Background: an optimization exercise with open tools, aiming at small area. Do not read the settings as production practice. In this exercise RTL edits were held to simulation tests only and were not proved equivalent to the original. No activity file was given, so power comes from the tool's default toggle rates.

==> flow/design.v (outline; a module is shown in full before it is edited, if it fits) <==
// module RX_UDP: 509 lines
// module TX_UDP: 660 lines
// module ETH_TOP: 289 lines
module ETH_TOP#(
		parameter FPGA_MAC         = 48'h00D0_0800_0002,
		parameter FPGA_IP          = 32'hC0A8_006E,
	    parameter FPGA_DP          = 16'd8080,
	    parameter FPGA_SP          = 16'd8080,
	    parameter C_AXI_ID_WIDTH       = 4,         
	    parameter C_AXI_ADDR_WIDTH     = 32,        
	    parameter C_AXI_DATA_WIDTH     = 64,        
	    parameter C_AXI_NBURST_SUPPORT = 1'b0,      
	    parameter C_AXI_BURST_TYPE     = 2'b00,     
	    parameter WATCH_DOG_WIDTH      = 12,   		 
	    parameter FLAG_MOTOR           =   32'hE1EC_0C0D,
	    parameter FLAG_AD              =   32'hAD86_86DA,
	    parameter FLAG_ETHLOOP         =   32'hEEBA_EEBA,
	    parameter C_ADDR_SUMOFFSET     =   32'h0000_1000,
	    parameter C_ADDR_MOTOR2ETH     =   32'h0000_0000,
	    parameter C_ADDR_AD2ETH        =   32'h1000_0000,
	    parameter C_ADDR_ETHLOOP       =   32'h2000_0000,
	    parameter C_ADDR_ETH2MOTOR     =   32'hE000_0000,
	    parameter C_ADDR_ETH2AD        =   32'hF000_0000           
    )
	(
	    input   sys_clk,
	    input   sys_rst,   
	   	input                               maxi_wready,  
	   	output [C_AXI_ID_WIDTH-1:0]         maxi_wid,     
	   	output [C_AXI_ADDR_WIDTH-1:0]       maxi_waddr,   
	   	output [7:0]                        maxi_wlen,    
	   	output [2:0]                        maxi_wsize,   
	   	output [1:0]                        maxi_wburst,  
	   	output [1:0]                        maxi_wlock,   
  // ...
==> flow/flow/run.sh <==
#!/bin/bash
# Standard synthesis, then the combinational logic re-mapped for area (registers untouched),
# then the standard layout from floorplan to finish.
set -euo pipefail
W=$(pwd)
R=$W/orfs/results/sky130hd/ETH_TOP/base
YOSYS=$FLOW_HOME/../tools/install/yosys/bin/yosys
bash standard.sh synth > $W/standard_synth.log 2>&1
cp $R/1_2_yosys.v $W/std_1_2_yosys.v
RS_LIB=$FLOW_HOME/platforms/sky130hd/lib/sky130_fd_sc_hd__tt_025C_1v80.lib \
RS_DONTUSE=$W/flow/dontuse.txt RS_IN=$W/std_1_2_yosys.v RS_OUT=$W/rs_1_2_yosys.v \
RS_SCRIPT=$W/flow/rs.abc $YOSYS -c $W/flow/resynth.tcl > $W/resynth.log 2>&1
cp $W/rs_1_2_yosys.v $R/1_2_yosys.v
rm -f $R/1_synth.odb $R/1_synth.sdc
# clock tree: small clock buffers and no dummy loads
bash standard.sh "CTS_ARGS=-sink_clustering_enable -repair_clock_nets -buf_list sky130_fd_sc_hd__clkbuf_4 -dont_use_dummy_load" finish > $W/standard_layout.log 2>&1
==> flow/flow/dontuse.txt <==
-dont_use sky130_fd_sc_hd__lpflow_bleeder_1 -dont_use sky130_fd_sc_hd__lpflow_clkbufkapwr_1 -dont_use sky130_fd_sc_hd__lpflow_clkbufkapwr_16 -dont_use sky130_fd_sc_hd__lpflow_clkbufkapwr_2 -dont_use sky130_fd_sc_hd__lpflow_clkbufkapwr_4 -dont_use sky130_fd_sc_hd__lpflow_clkbufkapwr_8 -dont_use sky130_fd_sc_hd__lpflow_clkinvkapwr_1 -dont_use sky130_fd_sc_hd__lpflow_clkinvkapwr_16 -dont_use sky130_fd_sc_hd__lpflow_clkinvkapwr_2 -dont_use sky130_fd_sc_hd__lpflow_clkinvkapwr_4 -dont_use sky130_fd_sc_hd__lpflow_clkinvkapwr_8 -dont_use sky130_fd_sc_hd__lpflow_decapkapwr_12 -dont_use sky130_fd_sc_hd__lpflow_decapkapwr_3 -dont_use sky130_fd_sc_hd__lpflow_decapkapwr_4 -dont_use sky130_fd_sc_hd__lpflow_decapkapwr_6 -dont_use sky130_fd_sc_hd__lpflow_decapkapwr_8 -dont_use sky130_fd_sc_hd__lpflow_inputiso0n_1 -dont_use sky130_fd_sc_hd__lpflow_inputiso0p_1 -dont_use sky130_fd_sc_hd__lpflow_inputiso1n_1 -dont_use sky130_fd_sc_hd__lpflow_inputiso1p_1 -dont_use sky130_fd_sc_hd__lpflow_inputisolatch_1 -dont_use sky130_fd_sc_hd__lpflow_isobufsrc_1 -dont_use sky130_fd_sc_hd__lpflow_isobufsrc_16 -dont_use sky130_fd_sc_hd__lpflow_isobufsrc_2 -dont_use sky130_fd_sc_hd__lpflow_isobufsrc_4 -dont_use sky130_fd_sc_hd__lpflow_isobufsrc_8 -dont_use sky130_fd_sc_hd__lpflow_isobufsrckapwr_16 -dont_use sky130_fd_sc_hd__lpflow_lsbuf_lh_hl_isowell_tap_1 -dont_use sky130_fd_sc_hd__lpflow_lsbuf_lh_hl_isowell_tap_2 -dont_use sky130_fd_sc_hd__lpflow_lsbuf_lh_hl_isowell_tap_4 -dont_use sky130_fd_sc_hd__lpflow_lsbuf_lh_isowell_4 -dont_use sky130_fd_sc_hd__lpflow_lsbuf_lh_isowell_tap_1 -dont_use sky130_fd_sc_hd__lpflow_lsbuf_lh_isowell_tap_2 -dont_use sky130_fd_sc_hd__lpflow_lsbuf_lh_isowell_tap_4 -dont_use sky130_fd_sc_hd__probe_p_8 -dont_use sky130_fd_sc_hd__probec_p_8 
==> flow/flow/resynth.tcl <==
# Re-map the combinational logic of the standard synthesis netlist with ABC.
# The flip-flops (and tie cells) are kept as they are: same instances, names and cell types.
yosys -import
set lib $::env(RS_LIB)
set dont [string trim [read [open $::env(RS_DONTUSE)]]]
read_liberty -ignore_miss_func $lib
read_verilog $::env(RS_IN)
hierarchy -top ETH_TOP
setattr -mod -set keep_hierarchy 1 sky130_fd_sc_hd__*df* sky130_fd_sc_hd__*dl* sky130_fd_sc_hd__conb_1
setattr -set keep 1 t:sky130_fd_sc_hd__*df* t:sky130_fd_sc_hd__*dl*
flatten
hierarchy -top ETH_TOP
blackbox sky130_fd_sc_hd__*df* sky130_fd_sc_hd__*dl* sky130_fd_sc_hd__conb_1
select -clear
tee -o $::env(RS_OUT).pre.stat stat -liberty $lib
eval abc -script $::env(RS_SCRIPT) -liberty $lib {*}$dont
opt_clean -purge
insbuf -buf sky130_fd_sc_hd__buf_4 A X
opt_clean -purge
tee -o $::env(RS_OUT).stat stat -liberty $lib
write_verilog -noattr -nohex -nodec $::env(RS_OUT)
==> flow/flow/rs.abc <==
strash
dc2
&get -n
&dch -f
&nf -R 1000
&put
strash
dch -f
amap
strash
dch -f
amap
==> flow/standard.sh <==
#!/bin/bash
# synth_recipe.tcl (not shown) runs the flow's synth.tcl, then flattens the netlist and writes it again
# the make line also repeats each setting of config.mk as NAME=value (left out here)
make -C /OpenROAD-flow-scripts/flow DESIGN_CONFIG=/design/flow/config.mk WORK_HOME=/design/flow/orfs CLKGATE_MAP_FILE= SYNTH_SCRIPT=/design/flow/synth_recipe.tcl "${@:-finish}"
==> flow/config.mk <==
export PLATFORM = sky130hd
export DESIGN_NAME = ETH_TOP
export DESIGN_NICKNAME = ETH_TOP
export VERILOG_FILES = /design/flow/design.v
export SDC_FILE = /design/flow/constraint.sdc
export NUM_CORES = 4
export LEC_CHECK = 0
export ABC_CLOCK_PERIOD_IN_PS = 1000000
export CAP_MARGIN = 20
export CORE_MARGIN = 2
export CORE_UTILIZATION = 65
export CTS_BUF_LIST = sky130_fd_sc_hd__clkbuf_4
export PLACE_DENSITY = 0.75
export SLEW_MARGIN = 20
==> flow/constraint.sdc <==
create_clock -name core_clock -period 8.0 [get_ports {sys_clk}]
set_input_delay 1.6000 -clock core_clock [delete_from_list [all_inputs] [get_ports {sys_clk}]]
set_output_delay 1.6000 -clock core_clock [all_outputs]
set_load 0.01 [all_outputs]
==> metrics.md, run 1 <==
| Metric | Value |
|---|---|
| Fmax | `133 MHz` |
| Total power | `7.20 mW` |
| Crit-path max FO | `4` |
| Net load switching power | `1.81 mW` |
| RePlAce Congestion | `1.06` |
| Clock power share | `34.9%` |
| Hold Fails Final Rpt | `0` |
| Non-clock inverters | `417` |
| Reg2reg end | `inst_TX_UDP.udpcks_sum[14]$_SDFFE_PP0P_` |
| Cell area after layout | `43,800 sq um` |
| Crit path largest cell delay | `0.37 ns` |
| Cell family with most CP delay | `compound AO/OA/AOI/OAI gates` |
| Hold WC Path Type | `reg -> reg` |
| Worst slew pin tran | `1.26 ns` |
| Status | `complete, no violations` |
| Post-CTS Hold Fix Bufs | `0` |
| Met3 usage | `11.7%` |
| Layout cell share with drive strength beyond 1 | `6.30%` |
| Number of flip-flops in the largest register | `128` |
| Non-Clock Buffer Count | `314` |
| P_seq | `4.17 mW` |
| I/O pin total | `594` |
| Pint | `5.39 mW` |
| Static leakage | `14.6 nW` |
| Dpl hpwl | `99.2 mm` |
| Seq cells | `768` |
| Total gr overflow | `0` |
| Sw Share | `25.2%` |
| Met1 global-route usage | `53.2%` |
==> module TX_UDP, before the edit <==
module TX_UDP#(
		parameter FPGA_MAC         = 48'h00D0_0800_0002,
		parameter FPGA_IP          = 32'hC0A8_006E,
	    parameter FPGA_DP          = 16'd8080,
	    parameter FPGA_SP          = 16'd8080,
	    parameter C_AXI_ID_WIDTH       = 4,         
	    parameter C_AXI_ADDR_WIDTH     = 32,        
	    parameter C_AXI_DATA_WIDTH     = 64,        
	    parameter C_AXI_NBURST_SUPPORT = 1'b0,      
	    parameter C_AXI_BURST_TYPE     = 2'b00,     
	    parameter WATCH_DOG_WIDTH      = 12,         
	    parameter FLAG_MOTOR           =   32'hE1EC_0C0D,
	    parameter FLAG_AD              =   32'hAD86_86DA,
	    parameter FLAG_ETHLOOP         =   32'hEEBA_EEBA,
	    parameter C_ADDR_SUMOFFSET     =   32'h0000_1000,
	    parameter C_ADDR_MOTOR2ETH     =   32'h0000_0000,
	    parameter C_ADDR_AD2ETH        =   32'h1000_0000,
	    parameter C_ADDR_ETHLOOP       =   32'h2000_0000,
	    parameter C_ADDR_ETH2MOTOR     =   32'hE000_0000,
	    parameter C_ADDR_ETH2AD        =   32'hF000_0000   
    )
	(
    input   sys_clk,
    input   sys_rst,   
   	output                            	saxi_wready,  
   	input [C_AXI_ID_WIDTH-1:0]        	saxi_wid,     
   	input [C_AXI_ADDR_WIDTH-1:0]      	saxi_waddr,   
   	input [7:0]                       	saxi_wlen,    
   	input [2:0]                       	saxi_wsize,   
   	input [1:0]                       	saxi_wburst,  
   	input [1:0]                       	saxi_wlock,   
   	input [3:0]                       	saxi_wcache,  
   	input [2:0]                       	saxi_wprot,   
   	input                             	saxi_wvalid,  
   	output                            	saxi_wd_wready,   
   	input [C_AXI_DATA_WIDTH-1:0]      	saxi_wd_wdata,     
   	input [C_AXI_DATA_WIDTH/8-1:0]    	saxi_wd_wstrb,     
   	input                             	saxi_wd_wlast,     
   	input                             	saxi_wd_wvalid,    
   	output  [C_AXI_ID_WIDTH-1:0]      	saxi_wb_bid,      
   	output  [1:0]                     	saxi_wb_bresp,    
   	output                            	saxi_wb_bvalid,   
   	input                             	saxi_wb_bready,   
   	output                            	saxi_rready,      
   	input [C_AXI_ID_WIDTH-1:0]        	saxi_rid,         
   	input [C_AXI_ADDR_WIDTH-1:0]      	saxi_raddr,       
   	input [7:0]                       	saxi_rlen,        
   	input [2:0]                       	saxi_rsize,       
   	input [1:0]                       	saxi_rburst,      
   	input [1:0]                       	saxi_rlock,       
   	input [3:0]                       	saxi_rcache,      
   	input [2:0]                       	saxi_rprot,       
   	input                             	saxi_rvalid,      
   	output  [C_AXI_ID_WIDTH-1:0]       	saxi_rd_bid,      
   	output  [1:0]                      	saxi_rd_rresp,    
   	output                             	saxi_rd_rvalid,   
   	output  [C_AXI_DATA_WIDTH-1:0]     	saxi_rd_rdata,    
   	output                             	saxi_rd_rlast,    
   	input                              	saxi_rd_rready,    
    output   [7:0]   					rgmii_tx_data,
    output   							rgmii_tx_valid,
    output   							rgmii_tx_last,
	output								rgmii_tx_user,
	input								rgmii_tx_ready, 
	input	[47:0]						pc_mac,
	input	[31:0]						pc_ip,
	input								trig_package_rst,
	input								trig_arp	
    );
	reg							local_reset;
	always @(posedge sys_clk) begin
		local_reset	<=	sys_rst;
	end
	localparam	WRITE_IDLE     = 0,
				WRITE_ADDR     = 1,
				TX_WAIT        = 2,
				TX_ETH_HEADER  = 3,
				TX_IP_HEADER   = 4,
				TX_UDP_HEADER  = 5,
				WRITE_DATA     = 6,
				WRITE_RESPONSE = 7,
				TX_ARP         = 8;
	localparam	[15:0]	IP_TYPE        = 16'h0800,
						ARP_TYPE       = 16'h0806,
						IP_FLAG_OFFSET = 16'h4000;
	localparam	[7:0]	IP_VISION      = 8'h45,
						UDP_PROTO      = 8'h11,
						IP_TTL         = 8'h80,
						IP_WORD        = 8'd20,
						UDP_WORD       = 8'd8;
	localparam	[63:0]	ARP_HEAD       = 64'h0001_0800_0604_0002;
	reg [3:0]	st_b;
	wire [8:0]	st = 9'd1 << st_b;
	reg [8:0]	nx;
	reg			trig_udp_start,
				trig_arp_start;
	reg [3:0]	flag_data_sum;
	reg			flag_eth_header_over,
				flag_ip_header_over,
				flag_udp_header_over,
				flag_arp_over,
				flag_addr_over,
				flag_wait_over,
				flag_arp_wait_over,
				flag_data_over;
	reg			trig_udp_cks,
				trig_udp_cks_d;
	reg [47:0]	snap_mac;		 
	reg [31:0]	snap_ip;		 
	reg [31:0]	data_sum;
	reg [11:0]	tx_word_cnt;
	reg [7:0]	o_rgmii_data;
	reg			o_rgmii_valid;
	reg			o_rgmii_last;
	reg [31:0]	package_cnt;
	reg [15:0]	ip_identif;
	reg [18:0]	ipcks_sum;		 
	reg [18:0]	udpcks_sum;		 
	reg			wd_loaded;		 
	reg			ipcks_over;
	reg			udpcks_over;
	reg [127:0]	eth_loop_data;	 
	reg [7:0]	wr_wlen;
	reg			wr_wready;
	reg			wd_wready;
	reg			wb_bvalid;
	reg [2:0]	tx_wd_cnt;
	assign	rgmii_tx_data	=	o_rgmii_data;
	assign	rgmii_tx_valid	=	o_rgmii_valid;
	assign	rgmii_tx_last	=	o_rgmii_last;
	wire		wd_hs	=	saxi_wd_wvalid && wd_wready;
	wire		dd		=	st[WRITE_DATA] && nx[WRITE_DATA];
	wire	sum_br	=	(|flag_data_sum[1:0]) && !flag_wait_over;
	wire	loop_br	=	!sum_br && flag_data_sum[2] && !flag_wait_over;
	wire	tx_br	=	!sum_br && !loop_br;
	wire	admo	=	flag_data_sum[0] || !flag_data_sum[2];
	wire [17:0]	half_sum	=	(saxi_wd_wdata[15:0] + saxi_wd_wdata[31:16]) + (saxi_wd_wdata[47:32] + saxi_wd_wdata[63:48]);
	wire [12:0]	cnt_p1	=	tx_word_cnt + 1'b1;
	wire [15:0]	udp_len	=	flag_data_sum[0] ? ({5'd0, wr_wlen, 3'b000} + 16'd8) :
							flag_data_sum[1] ? ({5'd0, wr_wlen, 3'b000} + 16'd4) :
							flag_data_sum[2] ? 16'd20 : 16'd0;
	wire [31:0]	udp_flag =	flag_data_sum[0] ? FLAG_AD :
							flag_data_sum[1] ? FLAG_MOTOR :
							flag_data_sum[2] ? FLAG_ETHLOOP : 32'd0;
	wire [15:0]	ip_len	=	IP_WORD + UDP_WORD + udp_len;
	wire [15:0]	ul_len	=	UDP_WORD + udp_len;
	localparam [16:0] K_AD	=	32'd0 + FLAG_AD[31:16] + FLAG_AD[15:00];
	localparam [16:0] K_MO	=	32'd0 + FLAG_MOTOR[31:16] + FLAG_MOTOR[15:00];
	localparam [16:0] K_LP	=	32'd0 + FLAG_ETHLOOP[31:16] + FLAG_ETHLOOP[15:00];
	reg [17:0]	pk_k;
	wire [17:0]	flag_k		=	flag_data_sum[0] ? pk_k : flag_data_sum[1] ? {1'b0, K_MO} : {1'b0, K_LP};
	wire		loop_acc	=	nx[WRITE_DATA] && loop_br;
	wire [31:0]	add32		=	data_sum + flag_k;
	reg [17:0]	hsum_r;
	reg			hsum_v;
	wire [31:0]	loop_sum	=	data_sum + hsum_r;
	always @(posedge sys_clk) begin
		hsum_r	<=	half_sum;
		hsum_v	<=	!local_reset && loop_acc && wd_hs;
	end
	wire [16:0]	usum		=	add32[31:16] + add32[15:0];
	wire [17:0]	ucks_k		=	{udp_len, 1'b0} + USUM_K;
	wire [16:0]	pc_sum		=	pc_ip[31:16] + pc_ip[15:0];
	localparam [17:0] IPCKS_K	=	32'd0 + {IP_VISION,8'h0} + IP_WORD + UDP_WORD + IP_FLAG_OFFSET + {IP_TTL,UDP_PROTO} + FPGA_IP[31:16] + FPGA_IP[15:0];
	localparam [17:0] USUM_K	=	FPGA_IP[31:16] + FPGA_IP[15:0] + 16'h0011 + 2*UDP_WORD + FPGA_SP + FPGA_DP;
	always @(posedge sys_clk) begin
		if (local_reset  || o_rgmii_last) begin
			ipcks_sum  <= 0;
			ipcks_over <= 0;
		end
		else begin
			if (!trig_udp_cks_d && trig_udp_cks) begin
				ipcks_sum	<=	ipcks_sum + pc_sum;
			end
			else if (nx[TX_WAIT] && (|flag_data_sum[2:0]) && !trig_udp_cks) begin
				ipcks_sum	<=	IPCKS_K + udp_len + ip_identif;
			end
			else if (trig_udp_cks && !ipcks_over) begin
				if (ipcks_sum > 19'h0_FFFF) begin
					ipcks_sum	<=	ipcks_sum[18:16] + ipcks_sum[15:0];
				end
				else begin
					ipcks_sum[15:0]	<=	~ipcks_sum[15:0];
					ipcks_over	<=	1;
				end
			end
		end
	end
	always @(posedge sys_clk) begin
		if (local_reset  || o_rgmii_last) begin
			udpcks_sum	<=	0;
			udpcks_over	<=	0;
		end
		else begin
			if (!trig_udp_cks_d && trig_udp_cks) begin
				udpcks_sum	<=	udpcks_sum + (pc_sum + ucks_k);
			end
			else if (nx[TX_WAIT] && (|flag_data_sum[2:0]) && !trig_udp_cks) begin
				udpcks_sum	<=	{2'd0, usum};
			end
			else if (trig_udp_cks && !udpcks_over) begin
				if (udpcks_sum > 19'h0_ffff) begin
					udpcks_sum	<=	udpcks_sum[18:16] + udpcks_sum[15:0];
				end
				else begin
					udpcks_sum[15:0]	<=	~udpcks_sum[15:0];
					udpcks_over	<=	1;
				end
			end
		end
	end
	always @(posedge sys_clk) begin
		if (local_reset)
			trig_udp_start	<=	0;
		else
			trig_udp_start  <= saxi_wvalid && st[WRITE_IDLE];
	end
	always @(posedge sys_clk) begin
		if (local_reset || flag_arp_over)
			trig_arp_start	<=	0;
		else if (trig_arp)
			trig_arp_start	<=	1;
	end
	always @(posedge sys_clk) begin
		if (local_reset)
			st_b <= 4'd0;
		else
			st_b <= {nx[8], nx[4] | nx[5] | nx[6] | nx[7], nx[2] | nx[3] | nx[6] | nx[7], nx[1] | nx[3] | nx[5] | nx[7]};
	end
	always @(*) begin
		nx = 9'd0;
		case (1'b1)
			st[WRITE_IDLE]: begin
				if (trig_udp_start)					nx[WRITE_ADDR] = 1'b1;
				else if (trig_arp_start)			nx[TX_WAIT] = 1'b1;
				else if (flag_data_sum[2])			nx[TX_WAIT] = 1'b1;
				else								nx[WRITE_IDLE] = 1'b1;
			end
			st[WRITE_ADDR]: begin
				if (flag_data_sum[3] && flag_addr_over)				nx[TX_WAIT] = 1'b1;
				else if ((|flag_data_sum[2:0]) && flag_addr_over)	nx[WRITE_DATA] = 1'b1;
				else												nx[WRITE_ADDR] = 1'b1;
			end
			st[TX_WAIT]: begin
				if (flag_wait_over || flag_arp_wait_over)	nx[TX_ETH_HEADER] = 1'b1;
				else										nx[TX_WAIT] = 1'b1;
			end
			st[TX_ETH_HEADER]: begin
				if (flag_eth_header_over && flag_arp_wait_over)	nx[TX_ARP] = 1'b1;
				else if (flag_eth_header_over)					nx[TX_IP_HEADER] = 1'b1;
				else											nx[TX_ETH_HEADER] = 1'b1;
			end
			st[TX_IP_HEADER]: begin
				if (flag_ip_header_over)	nx[TX_UDP_HEADER] = 1'b1;
				else						nx[TX_IP_HEADER] = 1'b1;
			end
			st[TX_UDP_HEADER]: begin
				if (flag_udp_header_over)	nx[WRITE_DATA] = 1'b1;
				else						nx[TX_UDP_HEADER] = 1'b1;
			end
			st[WRITE_DATA]: begin
				if (flag_data_over && flag_data_sum[2] && flag_wait_over)	nx[WRITE_IDLE] = 1'b1;
				else if (flag_data_over)									nx[WRITE_RESPONSE] = 1'b1;
				else														nx[WRITE_DATA] = 1'b1;
			end
			st[WRITE_RESPONSE]: begin
				if (wb_bvalid && saxi_wb_bready)	nx[WRITE_IDLE] = 1'b1;
				else								nx[WRITE_RESPONSE] = 1'b1;
			end
			st[TX_ARP]: begin
				if (flag_arp_over)	nx[WRITE_IDLE] = 1'b1;
				else				nx[TX_ARP] = 1'b1;
			end
			default:				nx[WRITE_IDLE] = 1'b1;
		endcase
	end
	wire [31:0]	package_cnt_n	=	(local_reset || trig_package_rst) ? 32'd0 :
									(st[WRITE_RESPONSE] && nx[WRITE_IDLE] && (flag_data_sum == 4'd1)) ? package_cnt + 1 : package_cnt;
	always @(posedge sys_clk) begin
		package_cnt	<=	package_cnt_n;
		pk_k		<=	(local_reset || trig_package_rst) ? {1'b0, K_AD} : K_AD + (package_cnt[31:16] + package_cnt[15:0]);
	end
	always @(posedge sys_clk) begin
		if (local_reset)
			ip_identif <= 0;
		else if (o_rgmii_last)
			ip_identif <= ip_identif + 1;
	end
	wire [4:0]	snap_idx	=	nx[TX_ETH_HEADER] ? tx_word_cnt[4:0] :
							nx[TX_IP_HEADER]  ? tx_word_cnt[4:0] - 5'd10 : tx_word_cnt[4:0] - 5'd18;
	reg [7:0]	snap_byte;
	always @(*) begin
		case (snap_idx[3:0])
			4'd0:  snap_byte = snap_mac[47:40];
			4'd1:  snap_byte = snap_mac[39:32];
			4'd2:  snap_byte = snap_mac[31:24];
			4'd3:  snap_byte = snap_mac[23:16];
			4'd4:  snap_byte = snap_mac[15:8];
			4'd5:  snap_byte = snap_mac[7:0];
			4'd6:  snap_byte = snap_ip[31:24];
			4'd7:  snap_byte = snap_ip[23:16];
			4'd8:  snap_byte = snap_ip[15:8];
			default: snap_byte = snap_ip[7:0];
		endcase
	end
	reg [7:0]	eth_byte;
	always @(*) begin
		case (tx_word_cnt[3:0])
			4'd0:  eth_byte = snap_byte;
			4'd1:  eth_byte = snap_byte;
			4'd2:  eth_byte = snap_byte;
			4'd3:  eth_byte = snap_byte;
			4'd4:  eth_byte = snap_byte;
			4'd5:  eth_byte = snap_byte;
			4'd6:  eth_byte = FPGA_MAC[47:40];
			4'd7:  eth_byte = FPGA_MAC[39:32];
			4'd8:  eth_byte = FPGA_MAC[31:24];
			4'd9:  eth_byte = FPGA_MAC[23:16];
			4'd10: eth_byte = FPGA_MAC[15:8];
			4'd11: eth_byte = FPGA_MAC[7:0];
			4'd12: eth_byte = IP_TYPE[15:8];
			default: eth_byte = flag_arp_wait_over ? ARP_TYPE[7:0] : IP_TYPE[7:0];
		endcase
	end
	reg [7:0]	ip_byte;
	always @(*) begin
		case (tx_word_cnt[4:0])
			5'd0:  ip_byte = IP_VISION;
			5'd1:  ip_byte = 8'h00;
			5'd2:  ip_byte = ip_len[15:8];
			5'd3:  ip_byte = ip_len[7:0];
			5'd4:  ip_byte = ip_identif[15:8];
			5'd5:  ip_byte = ip_identif[7:0];
			5'd6:  ip_byte = IP_FLAG_OFFSET[15:8];
			5'd7:  ip_byte = IP_FLAG_OFFSET[7:0];
			5'd8:  ip_byte = IP_TTL;
			5'd9:  ip_byte = UDP_PROTO;
			5'd10: ip_byte = ipcks_sum[15:8];
			5'd11: ip_byte = ipcks_sum[7:0];
			5'd12: ip_byte = FPGA_IP[31:24];
			5'd13: ip_byte = FPGA_IP[23:16];
			5'd14: ip_byte = FPGA_IP[15:8];
			5'd15: ip_byte = FPGA_IP[7:0];
			5'd16: ip_byte = snap_byte;
			5'd17: ip_byte = snap_byte;
			5'd18: ip_byte = snap_byte;
			default: ip_byte = snap_byte;
		endcase
	end
	reg [7:0]	udp_byte;
	always @(*) begin
		case (tx_word_cnt[2:0])
			3'd0:  udp_byte = FPGA_SP[15:8];
			3'd1:  udp_byte = FPGA_SP[7:0];
			3'd2:  udp_byte = FPGA_DP[15:8];
			3'd3:  udp_byte = FPGA_DP[7:0];
			3'd4:  udp_byte = ul_len[15:8];
			3'd5:  udp_byte = ul_len[7:0];
			3'd6:  udp_byte = udpcks_sum[15:8];
			default: udp_byte = udpcks_sum[7:0];
		endcase
	end
	reg [7:0]	arp_byte;
	always @(*) begin
		case (tx_word_cnt[4:0])
			5'd0:  arp_byte = ARP_HEAD[63:56];
			5'd1:  arp_byte = ARP_HEAD[55:48];
			5'd2:  arp_byte = ARP_HEAD[47:40];
			5'd3:  arp_byte = ARP_HEAD[39:32];
			5'd4:  arp_byte = ARP_HEAD[31:24];
			5'd5:  arp_byte = ARP_HEAD[23:16];
			5'd6:  arp_byte = ARP_HEAD[15:8];
			5'd7:  arp_byte = ARP_HEAD[7:0];
			5'd8:  arp_byte = FPGA_MAC[47:40];
			5'd9:  arp_byte = FPGA_MAC[39:32];
			5'd10: arp_byte = FPGA_MAC[31:24];
			5'd11: arp_byte = FPGA_MAC[23:16];
			5'd12: arp_byte = FPGA_MAC[15:8];
			5'd13: arp_byte = FPGA_MAC[7:0];
			5'd14: arp_byte = FPGA_IP[31:24];
			5'd15: arp_byte = FPGA_IP[23:16];
			5'd16: arp_byte = FPGA_IP[15:8];
			5'd17: arp_byte = FPGA_IP[7:0];
			5'd18: arp_byte = snap_byte;
			5'd19: arp_byte = snap_byte;
			5'd20: arp_byte = snap_byte;
			5'd21: arp_byte = snap_byte;
			5'd22: arp_byte = snap_byte;
			5'd23: arp_byte = snap_byte;
			5'd24: arp_byte = snap_byte;
			5'd25: arp_byte = snap_byte;
			5'd26: arp_byte = snap_byte;
			default: arp_byte = snap_byte;
		endcase
	end
	reg [7:0]	flag_byte;
	always @(*) begin
		case (tx_word_cnt[1:0])
			2'd0:  flag_byte = udp_flag[31:24];
			2'd1:  flag_byte = udp_flag[23:16];
			2'd2:  flag_byte = udp_flag[15:8];
			default: flag_byte = udp_flag[7:0];
		endcase
	end
	reg [7:0]	pkt_byte;
	always @(*) begin
		case (tx_word_cnt[1:0])
			2'd0:  pkt_byte = package_cnt[31:24];
			2'd1:  pkt_byte = package_cnt[23:16];
			2'd2:  pkt_byte = package_cnt[15:8];
			default: pkt_byte = package_cnt[7:0];
		endcase
	end
	wire [3:0]	loop_idx	=	4'd3 - tx_word_cnt[3:0];
	wire [3:0]	buf_idx		=	admo ? {1'b0, ~tx_wd_cnt} : loop_idx;
	wire		buf_zero	=	admo ? !wd_loaded : flag_data_sum[1];
	wire [7:0]	buf_byte	=	buf_zero ? 8'h00 : eth_loop_data[{buf_idx, 3'b000} +: 8];
	reg [7:0]	data_byte;
	always @(*) begin
		if (tx_word_cnt < 4)
			data_byte = flag_byte;
		else if (flag_data_sum[0])
			data_byte = (tx_word_cnt < 8) ? pkt_byte : buf_byte;
		else
			data_byte = buf_byte;
	end
	always @(posedge sys_clk) begin
		if (nx[TX_WAIT] && ((ipcks_over && udpcks_over) || (trig_arp_start && !flag_addr_over))) begin
			snap_mac	<=	pc_mac;
			snap_ip		<=	pc_ip;
		end
	end
	always @(posedge sys_clk) begin
		if (nx[WRITE_DATA] && wd_hs) begin
			if (loop_br) begin
				if (tx_word_cnt == 12'd0)
					eth_loop_data[127:64]	<=	saxi_wd_wdata;
				if (tx_word_cnt == 12'd1)
					eth_loop_data[63:0]		<=	saxi_wd_wdata;
			end
			else if (tx_br && admo && st[WRITE_DATA])
				eth_loop_data[63:0]	<=	saxi_wd_wdata;
		end
	end
	always @(posedge sys_clk) begin
		if (local_reset || !dd)
			wd_loaded	<=	0;
		else if (wd_hs)
			wd_loaded	<=	1;
	end
	always @(posedge sys_clk) begin
		if(local_reset) begin
			flag_data_sum        <= 0;
			data_sum             <= 0;
			trig_udp_cks_d       <= 0;
			flag_eth_header_over <= 0;
			flag_ip_header_over  <= 0;
			flag_udp_header_over <= 0;
			flag_arp_over        <= 0;
			flag_addr_over       <= 0;
			flag_wait_over       <= 0;
			flag_data_over       <= 0;
			flag_arp_wait_over   <= 0;
			trig_udp_cks         <= 0;
			tx_word_cnt          <= 0;
			o_rgmii_data         <= 0;
			o_rgmii_valid        <= 1'b0;
			o_rgmii_last         <= 1'b0;
		end else begin
			trig_udp_cks_d	<=	trig_udp_cks;
			if (hsum_v)
				data_sum	<=	loop_sum;
			case (1'b1)
				nx[WRITE_IDLE]	:	begin
					flag_data_sum        <= flag_wait_over ? 4'd0 : flag_data_sum;
					flag_eth_header_over <= 0;
					flag_ip_header_over  <= 0;
					flag_udp_header_over <= 0;
					flag_arp_over        <= 0;
					flag_addr_over       <= 0;
					flag_wait_over       <= 0;
					flag_data_over       <= 0;
					flag_arp_wait_over	 <=	0;
					trig_udp_cks		 <=	0;
					tx_word_cnt          <= 0;
					o_rgmii_data         <= 0;
					o_rgmii_valid        <= 1'b0;
					o_rgmii_last         <= 1'b0;
				end
				nx[WRITE_ADDR]	:	begin
					if (saxi_wvalid && wr_wready) begin
						flag_addr_over       <= 1;
					 	case (saxi_waddr)
					 	 	C_ADDR_AD2ETH		+ C_ADDR_SUMOFFSET:	flag_data_sum[0]	<=	1;
					 	 	C_ADDR_MOTOR2ETH	+ C_ADDR_SUMOFFSET:	flag_data_sum[1]	<=	1;
					 	 	C_ADDR_ETHLOOP		:	flag_data_sum[2]	<=	1;
					 	 	C_ADDR_AD2ETH,C_ADDR_MOTOR2ETH
					 	 						:	flag_data_sum[3]	<=	1;
					 	 	default : flag_data_sum	<=	0;
					 	endcase
					end
					else begin
						flag_addr_over <= 0;
					end
				end
				nx[TX_WAIT]	:	begin
					if (|flag_data_sum[2:0])
						trig_udp_cks	<=	1;
					if (ipcks_over && udpcks_over)
						flag_wait_over     <=  1;
					else if (trig_arp_start && !flag_addr_over)
						flag_arp_wait_over <=  1;
				end
				nx[TX_ETH_HEADER]	:	begin
					trig_udp_cks             <=  0;
					o_rgmii_valid            <=  1;
					if (tx_word_cnt == 12'd14) begin
						o_rgmii_data         <= trig_arp_start ? ARP_HEAD[63:56] : IP_VISION;
						flag_eth_header_over <= 1;
						tx_word_cnt          <= 1;
					end
					else if (!o_rgmii_valid) begin
						o_rgmii_data  <=  eth_byte;
						tx_word_cnt   <=  1;
					end
					else if (rgmii_tx_ready) begin
						o_rgmii_data  <=  eth_byte;
						tx_word_cnt   <=  cnt_p1[11:0];
					end
				end
				nx[TX_IP_HEADER]	:	begin
					o_rgmii_valid            <=  1;
					if (tx_word_cnt == 12'd20) begin
						o_rgmii_data        <= FPGA_SP[15:8];
						flag_ip_header_over <= 1;
						tx_word_cnt         <= 1;
					end
					else if (o_rgmii_valid && rgmii_tx_ready) begin
						o_rgmii_data    <=  ip_byte;
						tx_word_cnt     <=  cnt_p1[11:0];
					end
				end
				nx[TX_UDP_HEADER]	:	begin
					o_rgmii_valid            <=  1;
					if (tx_word_cnt == 12'd8) begin
						o_rgmii_data         <= udp_flag[31:24];
						flag_udp_header_over <= 1;
						tx_word_cnt          <= 1;
					end
					else if (o_rgmii_valid && rgmii_tx_ready) begin
						o_rgmii_data     <=  udp_byte;
						tx_word_cnt      <=  cnt_p1[11:0];
					end
				end
				nx[WRITE_DATA]	:	begin
					if (sum_br) begin
						if (wd_hs) begin
							data_sum		<=	saxi_wd_wdata[31:0];
							flag_data_over	<=	1;
						end
						else
							flag_data_over	<=	0;
					end
					else if (loop_br) begin
						if (wd_hs)
							tx_word_cnt	<=	cnt_p1[11:0];
						flag_data_over	<=	(tx_word_cnt == 12'd2);
					end
					else begin
						if (tx_word_cnt == udp_len) begin
							flag_data_over	<=	1;
							o_rgmii_valid	<=	0;
							o_rgmii_last	<=	0;
							o_rgmii_data	<=	0;
							tx_word_cnt		<=	0;
							data_sum		<=	0;
						end
						else if (o_rgmii_valid && rgmii_tx_ready) begin
							o_rgmii_valid   <=	1;
							o_rgmii_data	<=	data_byte;
							tx_word_cnt		<=	cnt_p1[11:0];
							o_rgmii_last	<=	({3'b000, cnt_p1} == udp_len);
						end
						else begin
							o_rgmii_valid	<=	1;
							o_rgmii_last	<=	0;
						end
					end
				end
				nx[TX_ARP]	:	begin
					if (tx_word_cnt == 12'd28) begin
						o_rgmii_valid       <= 0;
						flag_arp_over 		<= 1;
						tx_word_cnt         <= 0;
					end
					else if (o_rgmii_valid && rgmii_tx_ready) begin
						o_rgmii_valid   <=	1;
						o_rgmii_data	<=	arp_byte;
						tx_word_cnt		<=	cnt_p1[11:0];
						o_rgmii_last	<=	(tx_word_cnt == 12'd27);
					end
					else begin
						o_rgmii_valid	<=	1;
						o_rgmii_last	<=	0;
					end
				end
				default : ;
			endcase
		end
	end
	always @(*) begin
		if (st[WRITE_DATA])
			if (flag_data_sum[0])
				tx_wd_cnt = tx_word_cnt[2:0];
			else if (flag_data_sum[1])
				tx_wd_cnt = tx_word_cnt[2:0] - 3'd4;
			else
				tx_wd_cnt = 3'd0;
		else
			tx_wd_cnt = 3'd0;
	end
	always @(posedge sys_clk) begin
		if (local_reset)
			wr_wready	<=	0;
		else
			wr_wready	<=	st[WRITE_IDLE] && nx[WRITE_ADDR];
	end
	always @(posedge sys_clk) begin
		 if (local_reset)
		 	wr_wlen	<=	0;
		 else if (saxi_wvalid && wr_wready)
		 	wr_wlen	<=	saxi_wlen + 1;
	end
	assign	saxi_wready	=	wr_wready;
	always @(posedge sys_clk) begin
		if (local_reset)
			wd_wready	<=	0;
		else if (dd && ((tx_wd_cnt == 3'd6) || (!flag_data_sum[3] && tx_word_cnt == 12'd0) || flag_data_sum[2]))
			wd_wready	<=	saxi_wd_wvalid;
		else
			wd_wready	<=	0;
	end
	assign	saxi_wd_wready	=	wd_wready;
	always @(posedge sys_clk) begin
		if (local_reset)
			wb_bvalid <= 0;
		else
			wb_bvalid <= st[WRITE_RESPONSE] && nx[WRITE_RESPONSE];
	end
	assign	saxi_wb_bvalid	=	wb_bvalid;
	assign	saxi_wb_bid		=	0;
	assign	saxi_wb_bresp	=	0;
	assign	saxi_rready		=	0;
	assign	saxi_rd_bid		=	0;
	assign	saxi_rd_rresp	=	0;
	assign	saxi_rd_rvalid	=	0;
	assign	saxi_rd_rdata	=	0;
	assign	saxi_rd_rlast	=	0;
	assign	rgmii_tx_user	=	0;
endmodule
==> run 2: changes to the inputs <==
--- a/flow/design.v
+++ b/flow/design.v
@@ -640,6 +640,8 @@
 	assign	rgmii_tx_valid	=	o_rgmii_valid;
 	assign	rgmii_tx_last	=	o_rgmii_last;
 	wire		wd_hs	=	saxi_wd_wvalid && wd_wready;
+	reg [17:0]	hsum_r;
+	reg			hsum_v;
 	wire		dd		=	st[WRITE_DATA] && nx[WRITE_DATA];
 	wire	sum_br	=	(|flag_data_sum[1:0]) && !flag_wait_over;
 	wire	loop_br	=	!sum_br && flag_data_sum[2] && !flag_wait_over;
@@ -661,10 +663,8 @@
 	reg [17:0]	pk_k;
 	wire [17:0]	flag_k		=	flag_data_sum[0] ? pk_k : flag_data_sum[1] ? {1'b0, K_MO} : {1'b0, K_LP};
 	wire		loop_acc	=	nx[WRITE_DATA] && loop_br;
-	wire [31:0]	add32		=	data_sum + flag_k;
-	reg [17:0]	hsum_r;
-	reg			hsum_v;
-	wire [31:0]	loop_sum	=	data_sum + hsum_r;
+	wire [31:0]	add32		=	data_sum + (hsum_v ? hsum_r : flag_k);
+	wire [31:0]	loop_sum	=	add32;
 	always @(posedge sys_clk) begin
 		hsum_r	<=	half_sum;
 		hsum_v	<=	!local_reset && loop_acc && wd_hs;
@@ -674,21 +674,23 @@
 	wire [16:0]	pc_sum		=	pc_ip[31:16] + pc_ip[15:0];
 	localparam [17:0] IPCKS_K	=	32'd0 + {IP_VISION,8'h0} + IP_WORD + UDP_WORD + IP_FLAG_OFFSET + {IP_TTL,UDP_PROTO} + FPGA_IP[31:16] + FPGA_IP[15:0];
 	localparam [17:0] USUM_K	=	FPGA_IP[31:16] + FPGA_IP[15:0] + 16'h0011 + 2*UDP_WORD + FPGA_SP + FPGA_DP;
+	wire		ip_init	=	!trig_udp_cks_d && trig_udp_cks;
+	wire		ip_pre	=	nx[TX_WAIT] && (|flag_data_sum[2:0]) && !trig_udp_cks;
+	wire [18:0]	ip_a	=	ip_init ? ipcks_sum : ip_pre ? {3'd0, ip_identif} : {3'd0, ipcks_sum[15:0]};
+	wire [18:0]	ip_b	=	ip_init ? {2'd0, pc_sum} : ip_pre ? (IPCKS_K + udp_len) : {16'd0, ipcks_sum[18:16]};
+	wire [18:0]	ip_s	=	ip_a + ip_b;
 	always @(posedge sys_clk) begin
 		if (local_reset  || o_rgmii_last) begin
 			ipcks_sum  <= 0;
 			ipcks_over <= 0;
 		end
 		else begin
-			if (!trig_udp_cks_d && trig_udp_cks) begin
-				ipcks_sum	<=	ipcks_sum + pc_sum;
-			end
-			else if (nx[TX_WAIT] && (|flag_data_sum[2:0]) && !trig_udp_cks) begin
-				ipcks_sum	<=	IPCKS_K + udp_len + ip_identif;
+			if (ip_init || ip_pre) begin
+				ipcks_sum	<=	ip_s;
 			end
 			else if (trig_udp_cks && !ipcks_over) begin
 				if (ipcks_sum > 19'h0_FFFF) begin
-					ipcks_sum	<=	ipcks_sum[18:16] + ipcks_sum[15:0];
+					ipcks_sum	<=	ip_s;
 				end
 				else begin
 					ipcks_sum[15:0]	<=	~ipcks_sum[15:0];
==> run 2 against run 1 <==
Compared with the run above: still clean; synthesized area down 2.1%; worst hold slack better by 0.0094 ns; count of clock-buffer cells in the layout down 2; final cell count down 4.7%; die area down 2.1%; total power up 3.5%; non-clock buffer count up 33; register-to-register slack about the same; fmax up 0.15%; first-iteration DRC count down 8.7%; critical path type unchanged; largest power group unchanged.
==> metrics.md, run 2 <==
| Metric | Value |
|---|---|
| Hold WC Path Type | `reg -> reg` |
| Reg2reg end | `inst_TX_UDP.udpcks_sum[18]$_SDFFE_PP0P_` |
| Vias | `36,700` |
| Number of flip-flops in the largest register | `128 (unchanged)` |
| Most common cell after layout, fill and taps aside | `nor2_1` |
| Dpl hpwl | `94.0 mm (-5.3%)` |
| Initial DRT Pass Iterations | `7` |
| Post-CTS Hold Fix Bufs | `0 (unchanged)` |
| Syn Area/Cell | `8.70 sq um` |
| Finished Layout Cells | `5,671` |
| Reg2Reg Setup Slack | `0.50 ns` |
| P&R area growth vs syn | `11.2%` |
| Max Cap Viol | `0` |
| Startpoint Class | `register` |
| Dpl cells | `5,477` |
| Worst slew pin tran | `1.14 ns (-0.120 ns)` |
| Req. time, crit path | `8.88 ns` |
| Arr. time, crit path | `8.38 ns` |
| Biggest regs | `inst_TX_UDP.eth_loop_data x128, inst_RX_UDP.rx_wd_wdata x64, inst_RX_UDP.wd_wdata x64` |
| Max H-tree Level | `4` |
| DR vias/cell | `6.47` |
| Total gr overflow | `0 (unchanged)` |
| I/O pin total | `594 (unchanged)` |
| Nets | `5,196` |
| IO Port Bufs | `226` |
| First-pass GRT wire length | `191 mm` |
| Kind of critical path | `reg -> reg` |
| Final slew viol count | `0` |
| Worst hold start | `inst_RX_UDP.arp_sa_ip[12]$_DFFE_PP_` |
| # DRC | `0` |
| Core box area | `59,000 sq um` |
| Post-CTS setup buffers | `0` |
| Critical Path Most Common Cell | `nor2_1` |
| Slowest CP cell | `or4_1` |
| Wire per inst | `23.0 um` |
| RSZ-0062 raised after global routing | `yes` |
| Hold endpoint | `inst_RX_UDP.o_pc_ip[12]$_SDFFE_PP0P_` |
| Worst-skew pair later-pin latency | `1.10 ns` |
| Antenna Nets Post-Route | `0` |
| Most frequent cells in the layout | `nor2_1, dfxtp_1, clkinv_1` |
| Starting Density | `65.7%` |
| RR Startpoint | `inst_RX_UDP.o_pc_ip[16]$_SDFFE_PP0P_` |
| Cell area after synthesis | `38,700 sq um` |
| Static leakage | `14.2 nW (-2.9%)` |
| Clk sinks | `768` |
| RePlAce Congestion | `1.03 (-2.6%)` |
| Hold Fails Final Rpt | `0 (unchanged)` |
| Setup violators final | `0` |
| Largest Register | `inst_TX_UDP.eth_loop_data` |
| WL final | `130 mm` |
| Layout cell share with drive strength beyond 1 | `7.21% (+0.91 points)` |
| Hold Path Depth | `1` |
| Initial DRC count | `4,756` |
| Placed Area | `41,500 sq um` |
| Final setup TNS | `0 ns` |
| Clock Pin Slew Worst Setup and Hold Paths | `0.07 ns` |
| Crit path largest cell delay | `0.48 ns (+0.11 ns)` |
| Hold WS | `0.450 ns` |
| Status | `complete, no violations` |
| Largest net degree at the start of global routing | `81` |
| Max IR drop VDD | `0.000196 V` |
| Slew headroom | `22.3%` |
| Synth Warn # | `2` |
| Cell area after layout | `43,100 sq um (-1.6%)` |
| Die height | `248 um` |
| Die area | `61,600 sq um` |
| Die width | `248 um` |
| Initial antenna violation count | `5` |
| Vias in the first global route | `33,300` |
| CP Capture Type | `register` |
| Crit-path max FO | `4 (unchanged)` |
| Total CTS buffers | `191` |
| Clock root buffer | `clkbuf_4` |
| Fmax | `133 MHz (+0.15%)` |
| # rows | `89` |
| Clock Skew | `0.158 ns` |
| CTS Buffer Depth | `3` |
| Cells after Synth | `4,453` |
| Reg2Reg Depth | `42` |
| GRT Util Overall | `41.1%` |
| TritonCTS clock tree | `yes` |
| Tmin final | `7.50 ns` |
| Final cycle utilization of the critical path | `93.7%` |
| Power Dens Cells | `173 nW/um^2` |
-- run 2: per-layer routing --
metal / vias to the layer above / GRT usage, % / wire length, um
met5: - / 0 / 0
met2: 2491 / 63.5 / 57900
met3: 486 / 9.87 / 17100
li1: 16900 / - / -
met4: 0 / 23.0 / 7770
met1: 16800 / 53.5 / 47700
-- run 2: final cells by class --
cell class | instances | area (sq um)
flip-flops and latches | 768 | 18900
fillers | 4604 | 15900
repair buffers | 347 | 3190
multi-input cells | 3210 | 17100
diodes | 2 | 5.00
well taps | 773 | 967
clock buffers | 191 | 1430
inverters | 380 | 1430
-- run 2: how the worst max path moves through the flow --
stage                                                    startpoint                                      end  depth (start not counted)
after detailed placement  inst_TX_UDP.flag_data_sum[0]$_SDFFE_PP0P_  inst_TX_UDP.udpcks_sum[12]$_SDFFE_PP0P_                         53
after floorplan                          inst_TX_UDP.hsum_v$_DFF_P_  inst_TX_UDP.udpcks_sum[16]$_SDFFE_PP0P_                         51
after global routing           inst_RX_UDP.o_pc_ip[16]$_SDFFE_PP0P_  inst_TX_UDP.udpcks_sum[18]$_SDFFE_PP0P_                         42
after CTS                 inst_TX_UDP.flag_data_sum[0]$_SDFFE_PP0P_  inst_TX_UDP.udpcks_sum[12]$_SDFFE_PP0P_                         53
final                          inst_RX_UDP.o_pc_ip[16]$_SDFFE_PP0P_  inst_TX_UDP.udpcks_sum[18]$_SDFFE_PP0P_                         42
after global placement    inst_TX_UDP.flag_data_sum[1]$_SDFFE_PP0P_  inst_TX_UDP.udpcks_sum[13]$_SDFFE_PP0P_                         52
-- run 2: report_power, final --
| group | switching, mW | internal (mW) |
|---|---|---|
| Sequential | 0.0361 | 4.14 |
| Combinational | 0.546 | 0.248 |
| Clock | 1.41 | 1.08 |
-- run 2: worst max-delay path: cells and delay by family (launching register included) --
kind            cells  cell delay (ns)
buf+inv             3             0.39
simple gates       18             2.56
flops               1             0.33
compound gates     21             4.01
-- run 2: through the flow --
| step | util (%) | worst slack (ns) | power [mW] |
|---|---|---|---|
| floorplan | - | 0.343 | 4.81 |
| global placement | 70.3 | 0.424 | 5.01 |
| detailed placement | 70.3 | 0.208 | 5.03 |
| CTS | 72.7 | 0.158 | 7.44 |
| global route | 73.0 | -0.232 | 7.71 |
| finish | 73.0 | 0.502 | 7.46 |
-- run 2: what timing repair did --
item                                    in CTS  in global routing
endpoints found under the setup margin       0                 13
gates resized for setup                      0                 39
hold endpoints to repair                     0                  0
==> run 3: changes to the inputs <==
--- a/flow/flow/run.sh
+++ b/flow/flow/run.sh
@@ -12,5 +12,5 @@
 RS_SCRIPT=$W/flow/rs.abc $YOSYS -c $W/flow/resynth.tcl > $W/resynth.log 2>&1
 cp $W/rs_1_2_yosys.v $R/1_2_yosys.v
 rm -f $R/1_synth.odb $R/1_synth.sdc
-# clock tree: small clock buffers and no dummy loads
-bash standard.sh "CTS_ARGS=-sink_clustering_enable -repair_clock_nets -buf_list sky130_fd_sc_hd__clkbuf_4 -dont_use_dummy_load" finish > $W/standard_layout.log 2>&1
+# clock tree: small clock buffers and no dummy loads; ports get the smallest buffer cell
+bash standard.sh "CTS_ARGS=-sink_clustering_enable -repair_clock_nets -buf_list sky130_fd_sc_hd__clkbuf_4 -dont_use_dummy_load" "BUFFER_PORTS_ARGS=-buffer_cell sky130_fd_sc_hd__buf_1" finish > $W/standard_layout.log 2>&1
==> run 3 against run 2 <==
Compared with the run above: first-iteration DRC count decreased by 6.4%; clock skew decreased by 0.042 ns; still clean on timing, DRC and antenna; synthesized area unchanged; critical endpoint is now inst_TX_UDP.udpcks_sum[16]$_SDFFE_PP0P_; register-to-register slack improved by 0.30 ns.
==> metrics.md, run 3 <==
| Metric | Value |
|---|---|
| Status | `complete, no violations` |
| Starting Density | `65.7% (unchanged)` |
| Antenna Nets Post-Route | `0 (unchanged)` |
| Slowest CP cell | `dfxtp_2` |
| I/O pin total | `594 (unchanged)` |
| Nets | `5,178 (-0.35%)` |
| Routing usage on met2 | `62.9% (-0.57 points)` |
| Final slew viol count | `0 (unchanged)` |
| Setup violators final | `0 (unchanged)` |
| Syn Area/Cell | `8.70 sq um (unchanged)` |
| Slew headroom | `15.3% (-7.1 points)` |
| Total CTS buffers | `192 (+0.52%)` |
| Post-CTS Hold Fix Bufs | `0 (unchanged)` |
| Core box area | `59,000 sq um (unchanged)` |
| Synth Warn # | `2 (unchanged)` |
| P&R area growth vs syn | `7.39%` |
| Initial antenna violation count | `3 (-2)` |
| Arr. time, crit path | `8.13 ns (-0.25 ns)` |
| Number of flip-flops in the largest register | `128 (unchanged)` |
| Die width | `248 um (unchanged)` |
| Cell area after synthesis | `38,700 sq um (unchanged)` |
| Die area | `61,600 sq um (unchanged)` |
| Hold Fails Final Rpt | `0 (unchanged)` |
| Clk sinks | `768 (unchanged)` |
| Max Cap Viol | `0 (unchanged)` |
| Layout cell share with drive strength beyond 1 | `7.18% (-0.035 points)` |
| Crit-path max FO | `5 (+1)` |
| # DRC | `0 (unchanged)` |
| Vias in the first global route | `33,300 (+0.015%)` |
| GRT Util Overall | `41.4% (+0.28 points)` |
| Largest net degree at the start of global routing | `82 (+1.2%)` |
| Critical Path Most Common Cell | `nand2_1` |
| Die height | `248 um (unchanged)` |
| Crit path largest cell delay | `0.36 ns (-0.12 ns)` |
| Dpl hpwl | `93.7 mm (-0.33%)` |
| Total gr overflow | `0 (unchanged)` |
| Top Usage Layer GRT | `met2` |
| Initial DRC count | `4,450 (-6.4%)` |
| Hold WC Path Type | `reg -> reg` |
| Largest Register | `inst_TX_UDP.eth_loop_data` |
| Worst-skew pair later-pin latency | `1.12 ns (+0.02 ns)` |
| Clock Skew | `0.116 ns (-0.0421 ns)` |
| TritonCTS clock tree | `yes` |
| Final cycle utilization of the critical path | `89.9% (-3.8 points)` |
| CP Capture Type | `register` |
| Clock Pin Slew Worst Setup and Hold Paths | `0.07 ns (about the same)` |
| Vias | `36,600 (-0.25%)` |
| First-pass GRT wire length | `192 mm (+0.51%)` |
| CTS Buffer Depth | `3 (unchanged)` |
| Max IR drop VDD | `0.000264 V (+35%)` |
| # rows | `89 (unchanged)` |
| Static leakage | `13.6 nW (-4.4%)` |
| RePlAce Congestion | `1.03 (+0.39%)` |
| Kind of critical path | `reg -> reg` |
| Met3 usage | `11.3% (+1.5 points)` |
| Req. time, crit path | `8.93 ns (+0.05 ns)` |
| Wire per inst | `23.0 um (about the same)` |
| Clock root buffer | `clkbuf_4` |
| Worst slew pin tran | `1.27 ns (+0.131 ns)` |
| Most frequent cells in the layout | `nor2_1, dfxtp_1, clkinv_1` |
| Dpl cells | `5,453 (-0.44%)` |
| WL final | `130 mm (-0.16%)` |
| Met1 global-route usage | `53.5% (about the same)` |
| Power Dens Cells | `179 nW/um^2 (+3.1%)` |
| Finished Layout Cells | `5,661 (-0.18%)` |
| Most common cell after layout, fill and taps aside | `nor2_1` |
| Hold WS | `0.455 ns (+0.00445 ns)` |
| Biggest regs | `inst_TX_UDP.eth_loop_data x128, inst_RX_UDP.rx_wd_wdata x64, inst_RX_UDP.wd_wdata x64` |
| Fmax | `139 MHz (+4.2%)` |
| IO Port Bufs | `226 (unchanged)` |
| Final setup TNS | `0 ns (unchanged)` |
| Initial DRT Pass Iterations | `7 (unchanged)` |
| Tmin final | `7.19 ns (-0.304 ns)` |
| Startpoint Class | `register` |
| Max H-tree Level | `4 (unchanged)` |
| Cells after Synth | `4,453 (unchanged)` |
| DR vias/cell | `6.47 (about the same)` |
==> run 3: changes by cell type in the layout (fill, tap and decap cells not counted), sizes merged <==
cell / change
clkinv: -1
clkdlybuf4s50: -226
clkbuf: +1
clkinvlp: +1
diode: +8
inv: +1
buf: +206
==> run 3: cell type report <==
| cell class | instances | area, sq um |
|---|---|---|
| antenna | 10 | 25.0 |
| inverter | 380 | 1430 |
| multi-input combinational | 3210 | 17200 |
| sequential | 768 | 18900 |
| fill | 4820 | 17400 |
| timing repair buffer | 327 | 1630 |
| timing repair inverter | 1 | 5.00 |
| clock buffer | 192 | 1440 |
| tap | 773 | 967 |
==> run 3: layer usage <==
layer,vias to the layer above,share of wire (%)
met5,-,0
li1,16900,-
met1,16800,37
met2,2417,44
met3,519,13
met4,0,6.2
==> run 3: through the flow <==
stage | total power, mW | worst slack, ns | cell area [sq um] | util, %
2_1_floorplan | 4.81 | 0.343 | 39500 | -
3_3_place_gp | 4.97 | 0.346 | 39900 | 67.6
3_5_place_dp | 4.98 | 0.118 | 39900 | 67.6
4_1_cts | 7.41 | 0.0641 | 41300 | 70.0
5_1_grt | 7.71 | -0.0983 | 41600 | 70.5
6_report | 7.43 | 0.806 | 41600 | 70.5
==> run 3: path summary, 6_finish.rpt <==
| path | from | cells after the start | to | slack, ns |
|---|---|---|---|---|
| setup / recovery | inst_TX_UDP.flag_data_sum[1]$_SDFFE_PP0P_ | 54 | inst_TX_UDP.udpcks_sum[16]$_SDFFE_PP0P_ | 0.81 |
| hold / removal | inst_TX_UDP.wd_loaded$_SDFFE_PP0P_ | 2 | inst_TX_UDP.wd_loaded$_SDFFE_PP0P_ | 0.45 |
| setup reg to reg | inst_TX_UDP.flag_data_sum[1]$_SDFFE_PP0P_ | 54 | inst_TX_UDP.udpcks_sum[16]$_SDFFE_PP0P_ | 0.81 |
| hold reg to reg | inst_TX_UDP.wd_loaded$_SDFFE_PP0P_ | 2 | inst_TX_UDP.wd_loaded$_SDFFE_PP0P_ | 0.45 |
==> run 3: power breakdown <==
| group | leakage (nW) | total, mW | switching [mW] | internal [mW] |
|---|---|---|---|---|
| Combinational | 6.32 | 0.747 | 0.543 | 0.205 |
| Clock | 0.883 | 2.50 | 1.42 | 1.08 |
| Sequential | 6.39 | 4.18 | 0.0366 | 4.14 |
==> run 3: repair_timing <==
action                     in CTS  in global routing
setup endpoints to repair       0                 19
buffers inserted                0                  4
gates resized for setup         0                 58
==> run 3: critical path, delay by kind of cell (launching register included) <==
kind                   cells  cell delay, ns
AOI/OAI and AO/OA         13            1.71
DFF                        1            0.36
buffers and inverters      5            0.51
and+or+nand+nor           36            4.43
==> run 4: changes to the inputs <==
--- a/flow/flow/resynth.tcl
+++ b/flow/flow/resynth.tcl
@@ -13,7 +13,7 @@
 blackbox sky130_fd_sc_hd__*df* sky130_fd_sc_hd__*dl* sky130_fd_sc_hd__conb_1
 select -clear
 tee -o $::env(RS_OUT).pre.stat stat -liberty $lib
-eval abc -script $::env(RS_SCRIPT) -liberty $lib {*}$dont
+eval abc -script $::env(RS_SCRIPT) -liberty $lib {*}$dont -D 5000
 opt_clean -purge
 insbuf -buf sky130_fd_sc_hd__buf_4 A X
 opt_clean -purge
==> flow/flow/rs.abc (replaced) <==
strash
dc2
&get -n
&deepsyn -T 60
&put
strash
&get -n
&dch -f
&nf {D} -R 1000
&put
==> run 4 against run 3 <==
Compared with the run above: critical path type unchanged; clock skew is 0.022 ns higher; routed wire length decreased by 2.4%; highest routed layer is now met5; now fails the layout checks on setup timing; largest cell class unchanged; non-clock buffer count grew 113.
==> metrics.md, run 4 <==
| Metric | Value |
|---|---|
| Slew headroom | `15.8% (+0.51 points)` |
| Final Util | `72.9% (+2.4 points)` |
| Finished Layout Cells | `5,079 (-10%)` |
| Pint | `5.57 mW (+2.5%)` |
| Starting Density | `66.0% (+0.39 points)` |
| Initial DRC count | `4,558 (+2.4%)` |
| Setup slack after layout | `-0.341 ns (-1.15 ns)` |
| Worst-skew pair later-pin latency | `1.06 ns (-0.06 ns)` |
| CP Capture Type | `register` |
| RePlAce Congestion | `1.06 (+3.0%)` |
| Max Cap Viol | `0 (unchanged)` |
| Hold WS | `0.422 ns (-0.0328 ns)` |
| Clock root buffer | `clkbuf_4` |
| Crit-path max FO | `7 (+2)` |
| Largest net degree at the start of global routing | `81 (-1.2%)` |
| Cell area after synthesis | `37,400 sq um (-3.5%)` |
| Initial DRT Pass Iterations | `9 (+2)` |
| Cells after Synth | `3,765 (-15%)` |
| Wire per inst | `25.0 um (+8.8%)` |
| Tmin final | `8.34 ns (+1.15 ns)` |
| Final cycle utilization of the critical path | `104% (+14 points)` |
| Total CTS buffers | `194 (+1.0%)` |
| Pre-CTS setup slack | `-0.638 ns (-0.756 ns)` |
| Setup violators final | `3 (+3)` |
| Status | `finished with violations` |
| Max IR drop VDD | `0.000181 V (-31%)` |
| Max H-tree Level | `4 (unchanged)` |
| Sw Share | `26.9% (about the same)` |
| Combinational Power Share | `11.0% (+0.9 points)` |
| Worst slew pin tran | `1.26 ns (-0.00767 ns)` |
| Die height | `244 um (-1.7%)` |
| Clock Pin Slew Worst Setup and Hold Paths | `0.07 ns (about the same)` |
| Antenna Nets Post-Route | `0 (unchanged)` |
| Crit path largest cell delay | `0.39 ns (+0.03 ns)` |
| Power Dens Cells | `185 nW/um^2 (+3.4%)` |
| Core box area | `56,600 sq um (-4.1%)` |
| # rows | `87 (-2.2%)` |
| Kind of critical path | `reg -> reg` |
| SO Faults | `setup timing` |
| Fmax | `120 MHz (-14%)` |
| Layout cell share with drive strength beyond 1 | `11.3% (+4.1 points)` |
| RSZ-0062 raised after global routing | `yes` |
| Most common cell after layout, fill and taps aside | `dfxtp_1` |
| Nets | `4,604 (-11%)` |
| Req. time, crit path | `8.88 ns (-0.05 ns)` |
| Synth Warn # | `2 (unchanged)` |
| DR vias/cell | `6.57 (+1.6%)` |
| Critical Path Most Common Cell | `a21oi_2` |
| Dpl cells | `4,844 (-11%)` |
| Largest Register | `inst_TX_UDP.eth_loop_data` |
| Total gr overflow | `0 (unchanged)` |
| First-pass GRT wire length | `187 mm (-2.4%)` |
| Most frequent cells in the layout | `dfxtp_1, nand2_1, edfxtp_1` |
| Final slew viol count | `0 (unchanged)` |
| P&R area growth vs syn | `10.4%` |
| Startpoint Class | `register` |
| Reg2Reg Setup Slack | `-0.34 ns (-1.15 ns)` |
| Net load switching power | `2.05 mW (+2.6%)` |
| Clock Skew | `0.139 ns (+0.0225 ns)` |
| Clock power share | `33.2% (-0.5 points)` |
| WL final | `127 mm (-2.4%)` |
| Die width | `244 um (-1.7%)` |
| # DRC | `0 (unchanged)` |
| I/O pin total | `594 (unchanged)` |
| CTS Buffer Depth | `3 (unchanged)` |
| Seq pwr share | `55.9% (-0.3 points)` |
| Hold Fails Final Rpt | `0 (unchanged)` |
| Syn Area/Cell | `9.93 sq um (+14%)` |
| Dpl hpwl | `91.0 mm (-2.8%)` |
| Die area | `59,400 sq um (-3.5%)` |
| TritonCTS clock tree | `yes` |
| Slowest CP cell | `or3_4` |
| IO Port Bufs | `226 (unchanged)` |
| Vias in the first global route | `31,900 (-4.1%)` |
| Static leakage | `15.1 nW (+11%)` |
| Number of flip-flops in the largest register | `128 (unchanged)` |
| Vias | `33,400 (-8.9%)` |
| Biggest regs | `inst_TX_UDP.eth_loop_data x128, inst_RX_UDP.rx_wd_wdata x64, inst_RX_UDP.wd_wdata x64` |
| Clk sinks | `768 (unchanged)` |
| Hold WC Path Type | `reg -> reg` |
| Initial antenna violation count | `23 (+20)` |
| Arr. time, crit path | `9.22 ns (+1.09 ns)` |
| GRT Util Overall | `41.6% (+0.13 points)` |
==> run 4: repair_timing <==
action	4_1_cts	5_1_grt
pin swaps	23	36
setup endpoints to repair	4	7
buffers inserted	6	15
hold buffers	0	0
resized for setup	17	42
==> run 4: power groups by stage <==
stage	Combinational (mW)	Sequential (mW)	Clock [mW]
after CTS	0.807	4.25	2.54
final	0.835	4.26	2.53
after detailed placement	0.800	4.34	0
after global placement	0.778	4.33	0
after floorplan	0.588	4.30	0
after global routing	0.897	4.26	2.71
==> run 4: worst paths after layout <==
| path | start | endpoint | cells past startpoint |
|---|---|---|---|
| min | inst_RX_UDP.o_pc_mac[19]$_SDFFE_PP0P_ | inst_TX_UDP.snap_mac[19]$_DFFE_PP_ | 0 |
| max | inst_TX_UDP.hsum_v$_DFF_P_ | inst_TX_UDP.udpcks_sum[16]$_SDFFE_PP0P_ | 38 |
| min reg2reg | inst_RX_UDP.o_pc_mac[19]$_SDFFE_PP0P_ | inst_TX_UDP.snap_mac[19]$_DFFE_PP_ | 0 |
| max reg2reg | inst_TX_UDP.hsum_v$_DFF_P_ | inst_TX_UDP.udpcks_sum[16]$_SDFFE_PP0P_ | 38 |
==> run 4: metrics by stage <==
stage	instance area [sq um]	TNS, ns	power (mW)
5_1_grt	41200	-1.68	7.87
3_5_place_dp	39300	-2.46	5.14
6_report	41300	-0.610	7.62
4_1_cts	40900	-0.0723	7.60
3_3_place_gp	39300	-1.21	5.11
2_1_floorplan	38200	0	4.89
==> run 4: layout make-up <==
type / instances / area [sq um]
inverters: 58 / 218
repair buffers: 440 / 2480
diodes: 19 / 47.5
clock buffers: 194 / 1460
multi-input cells: 2844 / 17200
fillers: 4167 / 15300
well taps: 756 / 946
flip-flops and latches: 768 / 18900
==> run 4: critical path, delay by kind of cell, from the launching register on <==
family	cells	cell delay, ns
buffers and inverters	1	0.17
and+or+nand+nor	5	1.08
adders and majority gates	2	0.62
DFF	1	0.37
AOI/OAI and AO/OA	28	5.63
xor gates and xnor gates	2	0.31
==> run 4: per-layer routing <==
metal | vias up | GRT usage (%) | wire, um
met5 | - | 0 | 126
met4 | 20 | 22.2 | 6800
met3 | 500 | 11.4 | 16600
met2 | 2351 | 65.9 | 58400
met1 | 15700 | 51.9 | 45200
li1 | 14700 | - | -

re-timing with driven ports:
The results above use ideal ports. As a check the final layouts listed here were re-extracted and re-timed, cells and wires unchanged. Step 1 sets driving cells, clkbuf_16 on the clock port and buf_2 on the other inputs (assumed; they add their load-dependent delay and slew). Step 2 also shifts input and output timing later by t, the mid clock arrival at the registers, as if the neighbouring blocks saw the same clock. Slacks: ideal ports / drivers / drivers and shift; pairs: ideal ports / drivers.
run	t (ns)	slack for setup (ns)	worst hold slack (ns)	worst setup path at the end	pins driven straight from the clock port
run 1	1.103	0.491 / 0.491 / 0.127	0.441 / 0.441 / 0.441	input to register	1
run 2	1.084	0.502 / 0.502 / 0.502	0.450 / 0.450 / 0.450	register to register	1
run 3	1.120	0.806 / 0.806 / 0.370	0.455 / 0.455 / 0.455	input to register	1
run 4	1.073	-0.341 / -0.341 / -0.870	0.422 / 0.422 / 0.422	input to register	1
For run 4, which loses most, drivers alone change the setup slack by 0.000 ns; drivers and shift together by -0.529 ns.
